What follows belongs to an exercise in optimizing a design on an open flow for small area; a production flow would make more cautious choices. The RTL was checked by simulation tests, not by an equivalence proof against the original design. Power figures rest on the tool's default switching activity, not on a simulated workload.

the previous run:
==> flow/design.v <==
`timescale 1ns / 1ps
module UartLink(
    input  logic         clock,
    input  logic         reset,
    input  logic         RX,
    input  logic         ROUND_DONE,
    input  logic [191:0] dataFromMEM,
    output logic         TX,
    output logic         DONE_WRITING,
    output logic [191:0] dataToA,
    output logic [10:0]  addrA,
    output logic         weA,
    output logic [10:0]  addrtoMEM,
    output logic         memSel,
    output logic         DONE_TRANSMITTING
    );
    localparam logic [1:0] IDLE = 2'd0, START = 2'd1, DATA = 2'd2, STOP = 2'd3;
    logic [191:0] ring;
    logic [7:0]   c;        
    logic [7:0]   idx;      
    logic [9:0]   timer;    
    logic [2:0]   pkt;      
    logic [1:0]   cs;       
    logic         txm;      
    logic         waitm;    
    logic         txq;
    localparam logic [9:0] TSTART = 10'd5;
    wire tc   = (timer[4:0] == 5'd0) && (timer[7:6] == 2'd0) &&
                (txm ? !timer[8] : !timer[5]);
    wire cz   = (c == 8'd0);
    wire wrap = idx[7] & (&idx[5:0]);           
    wire ins  = !txm && (cs == DATA) && cz && !tc;
    assign weA = !txm && (cs == STOP) && cz;
    assign DONE_WRITING = weA && (pkt == 3'd7);
    logic [7:0] bsel; logic [23:0] bbit;
    always_comb begin
        bsel = 8'd0; bsel[idx[2:0]] = 1'b1;
        for (int i = 0; i < 24; i++) begin
            bbit[i] = 1'b0;
            for (int j = 0; j < 8; j++) bbit[i] = bbit[i] | (dataFromMEM[8*i+j] & bsel[j]);
        end
    end
    wire txbit = bbit[idx[7:3]];
    assign DONE_TRANSMITTING = txm && (cs == IDLE) && timer[1];
    always_ff @(posedge clock)
        ring <= {ins ? RX : ring[0], ring[191:1]};
    wire cdec = !(cs == DATA && tc);
    always_ff @(posedge clock)
        c <= (cz && cdec) ? 8'd191 : c - {7'd0, cdec};
    always_ff @(posedge clock)
        if ((cs == IDLE && !txm) || tc) timer <= TSTART;
        else                            timer <= {timer[8:0], timer[9] ^ timer[6]};
    wire idx_inc = (cs == DATA) && tc;
    wire pkt_inc = weA || (txm && (cs == STOP) && tc && (idx == 8'd0));
    always_ff @(posedge clock or posedge reset)
        if (reset) begin
            idx <= 8'd0;
            pkt <= 3'd0;
        end else begin
            idx <= (idx_inc && wrap) ? 8'd0 : idx + {7'd0, idx_inc};
            pkt <= pkt + {2'd0, pkt_inc};
        end
    always_ff @(posedge clock or posedge reset) begin
        if (reset) begin
            cs    <= IDLE;
            txm   <= 1'b0;
            waitm <= 1'b0;
            txq   <= 1'b1;
        end else begin
            txq <= !(txm && (cs == START || (cs == DATA && !txbit)));
            case (cs)
                IDLE: begin
                    if (txm) begin
                        if (timer[1]) txm <= 1'b0;
                    end
                    else if (waitm) begin
                        if (ROUND_DONE) begin
                            waitm <= 1'b0;
                            txm   <= 1'b1;
                            cs    <= START;
                        end
                    end else if (!RX)
                        cs <= START;
                end
                START: if (tc) cs <= DATA;
                DATA: if (tc) begin
                    if (idx[2:0] == 3'd7) cs <= (txm || wrap) ? STOP : IDLE;
                end
                STOP: if (!txm) begin
                    if (cz) cs <= IDLE;
                end else if (tc) begin
                    cs <= START;
                    if (idx == 8'd0 && pkt == 3'd7) cs <= IDLE;
                end
            endcase
            if (weA) begin
                if (pkt == 3'd7) begin
                    waitm <= 1'b1;
                    cs    <= IDLE;
                end
            end
        end
    end
    assign dataToA           = ring;
    assign addrA             = {{8{txm}}, pkt};
    assign addrtoMEM         = {{8{waitm}}, pkt};
    assign memSel            = txm;
    assign TX                = txq;
endmodule
export LEC_CHECK = 0
export CAP_MARGIN = 20
export CORE_MARGIN = 2
export CORE_UTILIZATION = 20
export PLACE_DENSITY = 0.7
export SLEW_MARGIN = 20
create_clock -name core_clock -period 10.0 [get_ports {clock}]
standard.sh (not shown) runs the stock make flow with config.mk's settings and CLKGATE_MAP_FILE= SYNTH_SCRIPT=/design/flow/synth_recipe.tcl, a recipe that flattens the netlist after the stock synthesis.
==> flow/flow/run.sh <==
#!/bin/bash
# The standard layout (standard.sh, ORFS) with these changes:
#  - synthesis is the standard flow's (synth_recipe.tcl) except that ABC maps the logic
#    with flow/abc_area.script, an area-oriented script;
#  - buffer_ports makes every port buffer from the smallest buffer cell;
#  - CTS uses small clock buffers, larger sink clusters and no dummy loads.
# Each tool's output is in flow.log and in ORFS's logs under orfs/logs.
set -o pipefail
here=$(pwd)
{
  head -n 1 synth_recipe.tcl
  cat <<EOT
proc abc {args} {
  set i [lsearch -exact \$args -script]
  if {\$i >= 0} { lset args [expr {\$i + 1}] $here/flow/abc_area.script }
  yosys abc {*}\$args
}
EOT
  tail -n +2 synth_recipe.tcl
} > my_synth.tcl
bash standard.sh \
  "SYNTH_SCRIPT=$here/my_synth.tcl" \
  'BUFFER_PORTS_ARGS=-buffer_cell sky130_fd_sc_hd__buf_1' \
  'CTS_ARGS=-sink_clustering_enable -repair_clock_nets -dont_use_dummy_load -buf_list {sky130_fd_sc_hd__clkbuf_4} -sink_clustering_size 12 -sink_clustering_max_diameter 40' \
  finish > flow.log 2>&1
==> flow/flow/abc_area.script <==
strash
&get -n
&deepsyn -T 15
&put
&get -n
&nf -p -a
&put
topo
stime -c
Edits applied to the flow inputs when going from the previous run to the current run:
-- flow/design.v --
<<< the previous run, line 51
        if ((cs == IDLE && !txm) || tc) timer <= TSTART;
        else                            timer <= {timer[8:0], timer[9] ^ timer[6]};
    wire idx_inc = (cs == DATA) && tc;
    wire pkt_inc = weA || (txm && (cs == STOP) && tc && (idx == 8'd0));
    always_ff @(posedge clock or posedge reset)
        if (reset) begin
            idx <= 8'd0;
            pkt <= 3'd0;
        end else begin
            idx <= (idx_inc && wrap) ? 8'd0 : idx + {7'd0, idx_inc};
            pkt <= pkt + {2'd0, pkt_inc};
        end
    always_ff @(posedge clock or posedge reset) begin
        if (reset) begin
            cs    <= IDLE;
            txm   <= 1'b0;
>>> the current run, line 51
        if ((cs == IDLE && !txm) || tc) timer <= TSTART;
        else                            timer <= {timer[8:0], timer[9] ^ timer[6]};
    always_ff @(posedge clock or posedge reset) begin
        if (reset) begin
            idx   <= 8'd0;
            pkt   <= 3'd0;
            cs    <= IDLE;
            txm   <= 1'b0;
<<< the previous run, line 85
                START: if (tc) cs <= DATA;
                DATA: if (tc) begin
                    if (idx[2:0] == 3'd7) cs <= (txm || wrap) ? STOP : IDLE;
                end
>>> the current run, line 77
                START: if (tc) cs <= DATA;
                DATA: if (tc) begin
                    idx <= wrap ? 8'd0 : idx + 8'd1;
                    if (idx[2:0] == 3'd7) cs <= (txm || wrap) ? STOP : IDLE;
                end
<<< the previous run, line 91
                end else if (tc) begin
                    cs <= START;
                    if (idx == 8'd0 && pkt == 3'd7) cs <= IDLE;
                end
            endcase
            if (weA) begin
                if (pkt == 3'd7) begin
                    waitm <= 1'b1;
>>> the current run, line 84
                end else if (tc) begin
                    cs <= START;
                    if (idx == 8'd0) begin
                        pkt <= pkt + 3'd1;
                        if (pkt == 3'd7) cs <= IDLE;
                    end
                end
            endcase
            if (weA) begin
                pkt <= pkt + 3'd1;
                if (pkt == 3'd7) begin
                    waitm <= 1'b1;
Results
Between the current run and the previous run, the adder-cell share of the synthesized area figures differ only marginally.
For area share of and/or/nand/nor cells after synthesis, the current run and the previous run come out practically identical.
Any difference in clock group power between the previous run and the current run is small enough to ignore.
On the current run: cell area after technology mapping is 28 µm² higher than what the previous run gave.
[compare] base=the previous run new=the current run: portion of the clock cycle consumed by the worst path in the final layout now sits lower, length of the first detailed-routing pass in iterations fell by 1, final area went up 0.51%, routed wire length decreased about 3.7%.

========
Setup of rev 12:
UartLink, a different RTL version from the one above (not shown whole).
For scale: about 520 cells after synthesis, roughly 230 flip-flops, roughly 420 I/O pins, ~0.0067 mm2 of cells after synthesis.
==> module UartLink, before the edit <==
module UartLink(
    input  logic         clock,
    input  logic         reset,
    input  logic         RX,
    input  logic         ROUND_DONE,
    input  logic [191:0] dataFromMEM,
    output logic         TX,
    output logic         DONE_WRITING,
    output logic [191:0] dataToA,
    output logic [10:0]  addrA,
    output logic         weA,
    output logic [10:0]  addrtoMEM,
    output logic         memSel,
    output logic         DONE_TRANSMITTING
    );
    localparam logic [1:0] IDLE = 2'd0, START = 2'd1, DATA = 2'd2, STOP = 2'd3;
    logic [191:0] ring;
    logic [7:0]   c;        
    logic [7:0]   idx;      
    logic [9:0]   timer;    
    logic [2:0]   pkt;      
    logic [1:0]   cs;       
    logic         txm;      
    logic         waitm;    
    logic         txq;
    wire tc   = timer[9] & timer[8] & timer[6] & timer[5] & timer[2];
    wire cz   = (c == 8'd0);
    wire wrap = idx[7] & (&idx[5:0]);           
    wire ins  = !txm && (cs == DATA) && cz && !(timer[9] & timer[8] & timer[6]);
    assign weA = !txm && (cs == STOP) && cz;
    assign DONE_WRITING = weA && (pkt == 3'd7);
    logic [7:0] bsel; logic [23:0] bbit;
    always_comb begin
        bsel = 8'd0; bsel[idx[2:0]] = 1'b1;
        for (int i = 0; i < 24; i++) begin
            bbit[i] = 1'b0;
            for (int j = 0; j < 8; j++) bbit[i] = bbit[i] | (dataFromMEM[8*i+j] & bsel[j]);
        end
    end
    wire txbit = bbit[idx[7:3]];
    assign DONE_TRANSMITTING = txm && (cs == IDLE) && timer[0];
    always_ff @(posedge clock)
        ring <= {ins ? RX : ring[0], ring[191:1]};
    wire cdec = !(cs == DATA && tc);
    always_ff @(posedge clock)
        c <= (cz && cdec) ? 8'd191 : c - {7'd0, cdec};
    always_ff @(posedge clock)
        if ((cs == IDLE && !txm) || tc) timer <= 10'd0;
        else                            timer <= timer + 10'd1;
    always_ff @(posedge clock or posedge reset) begin
        if (reset) begin
            idx   <= 8'd0;
            pkt   <= 3'd0;
            cs    <= IDLE;
            txm   <= 1'b0;
            waitm <= 1'b0;
            txq   <= 1'b1;
        end else begin
            txq <= !(txm && (cs == START || (cs == DATA && !txbit)));
            case (cs)
                IDLE: begin
                    if (txm) begin
                        if (timer[0]) txm <= 1'b0;
                    end
                    else if (waitm) begin
                        if (ROUND_DONE) begin
                            waitm <= 1'b0;
                            txm   <= 1'b1;
                            cs    <= START;
                        end
                    end else if (!RX)
                        cs <= START;
                end
                START: if (tc) cs <= DATA;
                DATA: if (tc) begin
                    idx <= wrap ? 8'd0 : idx + 8'd1;
                    if (idx[2:0] == 3'd7) cs <= (txm || wrap) ? STOP : IDLE;
                end
                STOP: if (!txm) begin
                    if (cz) cs <= IDLE;
                end else if (tc) begin
                    cs <= START;
                    if (idx == 8'd0) begin
                        pkt <= pkt + 3'd1;
                        if (pkt == 3'd7) cs <= IDLE;
                    end
                end
            endcase
            if (weA) begin
                pkt <= pkt + 3'd1;
                if (pkt == 3'd7) begin
                    waitm <= 1'b1;
                    cs    <= IDLE;
                end
            end
        end
    end
    assign dataToA           = ring;
    assign addrA             = {{8{txm}}, pkt};
    assign addrtoMEM         = {{8{waitm}}, pkt};
    assign memSel            = txm;
    assign TX                = txq;
endmodule
export LEC_CHECK = 0
export CAP_MARGIN = 20
export CORE_MARGIN = 2
export CORE_UTILIZATION = 20
export SLEW_MARGIN = 20
create_clock -name core_clock -period 10.0 [get_ports {clock}]
Scripts as last shown in full above: flow/flow/run.sh, flow/flow/abc_area.script
Input changes introduced in rev 13 (baseline for comparison: rev 12):
--- a/flow/design.v
+++ b/flow/design.v
@@ -25,8 +25,10 @@
     logic         waitm;    
     logic         txq;
-    wire tc   = timer[9] & timer[8] & timer[6] & timer[5] & timer[2];
+    localparam logic [9:0] TSTART = 10'd5;
+    wire tc   = (timer[4:0] == 5'd0) && (timer[7:6] == 2'd0) &&
+                (txm ? !timer[8] : !timer[5]);
     wire cz   = (c == 8'd0);
     wire wrap = idx[7] & (&idx[5:0]);           
-    wire ins  = !txm && (cs == DATA) && cz && !(timer[9] & timer[8] & timer[6]);
+    wire ins  = !txm && (cs == DATA) && cz && !tc;
     assign weA = !txm && (cs == STOP) && cz;
     assign DONE_WRITING = weA && (pkt == 3'd7);
@@ -40,5 +42,5 @@
     end
     wire txbit = bbit[idx[7:3]];
-    assign DONE_TRANSMITTING = txm && (cs == IDLE) && timer[0];
+    assign DONE_TRANSMITTING = txm && (cs == IDLE) && timer[1];
     always_ff @(posedge clock)
         ring <= {ins ? RX : ring[0], ring[191:1]};
@@ -47,6 +49,6 @@
         c <= (cz && cdec) ? 8'd191 : c - {7'd0, cdec};
     always_ff @(posedge clock)
-        if ((cs == IDLE && !txm) || tc) timer <= 10'd0;
-        else                            timer <= timer + 10'd1;
+        if ((cs == IDLE && !txm) || tc) timer <= TSTART;
+        else                            timer <= {timer[8:0], timer[9] ^ timer[6]};
     always_ff @(posedge clock or posedge reset) begin
         if (reset) begin
@@ -62,5 +64,5 @@
                 IDLE: begin
                     if (txm) begin
-                        if (timer[0]) txm <= 1'b0;
+                        if (timer[1]) txm <= 1'b0;
                     end
                     else if (waitm) begin
Results
Rev 12 has lower fraction of area in registers than rev 13.
Summary of rev 13 over rev 12: global routing met2 resource utilization now sits lower; via count now sits lower.
Rev 13: no failed stages, no open violations at the end
Number of antenna violations at the first check in global routing (lower): rev 13
On rev 13: cell count is about 1.2% lower than what rev 12 gave.

separate check: timing with driven ports:
How much do the figures lean on ideal ports? The routed layouts below were timed once more, with nothing changed but the port constraints. Step 1, drivers: a clkbuf_16 drives clock and a buf_2 each remaining input, both assumed. Step 2 moves the port delays by t, midway between the first and last clock arrival at a register: inputs arrive t later, outputs are due t later. That takes back most of the time a late clock gives input paths. Three values: no drivers, after step 1, after step 2; two values: the first two.
| run | shift t [ns] | setup WS [ns] | clock arrival spread, ns | slew at the worst register clock pin (ns) | worst data-port slew with drivers (ns) |
|---|---|---|---|---|---|
| the previous run | 0.657 | 5.769 / 5.737 / 6.079 | 0.092 / 0.093 | 0.12 / 0.12 | 0.09 |
| the current run | 0.647 | 5.876 / 5.845 / 6.251 | 0.144 / 0.145 | 0.12 / 0.12 | 0.08 |
| rev 12 | 0.662 | 5.736 / 5.702 / 6.364 | 0.106 / 0.106 | 0.12 / 0.12 | 0.11 |
| rev 13 | 0.675 | 5.849 / 5.814 / 6.260 | 0.124 / 0.125 | 0.12 / 0.12 | 0.07 |
After both steps setup and hold are still met in every run listed.
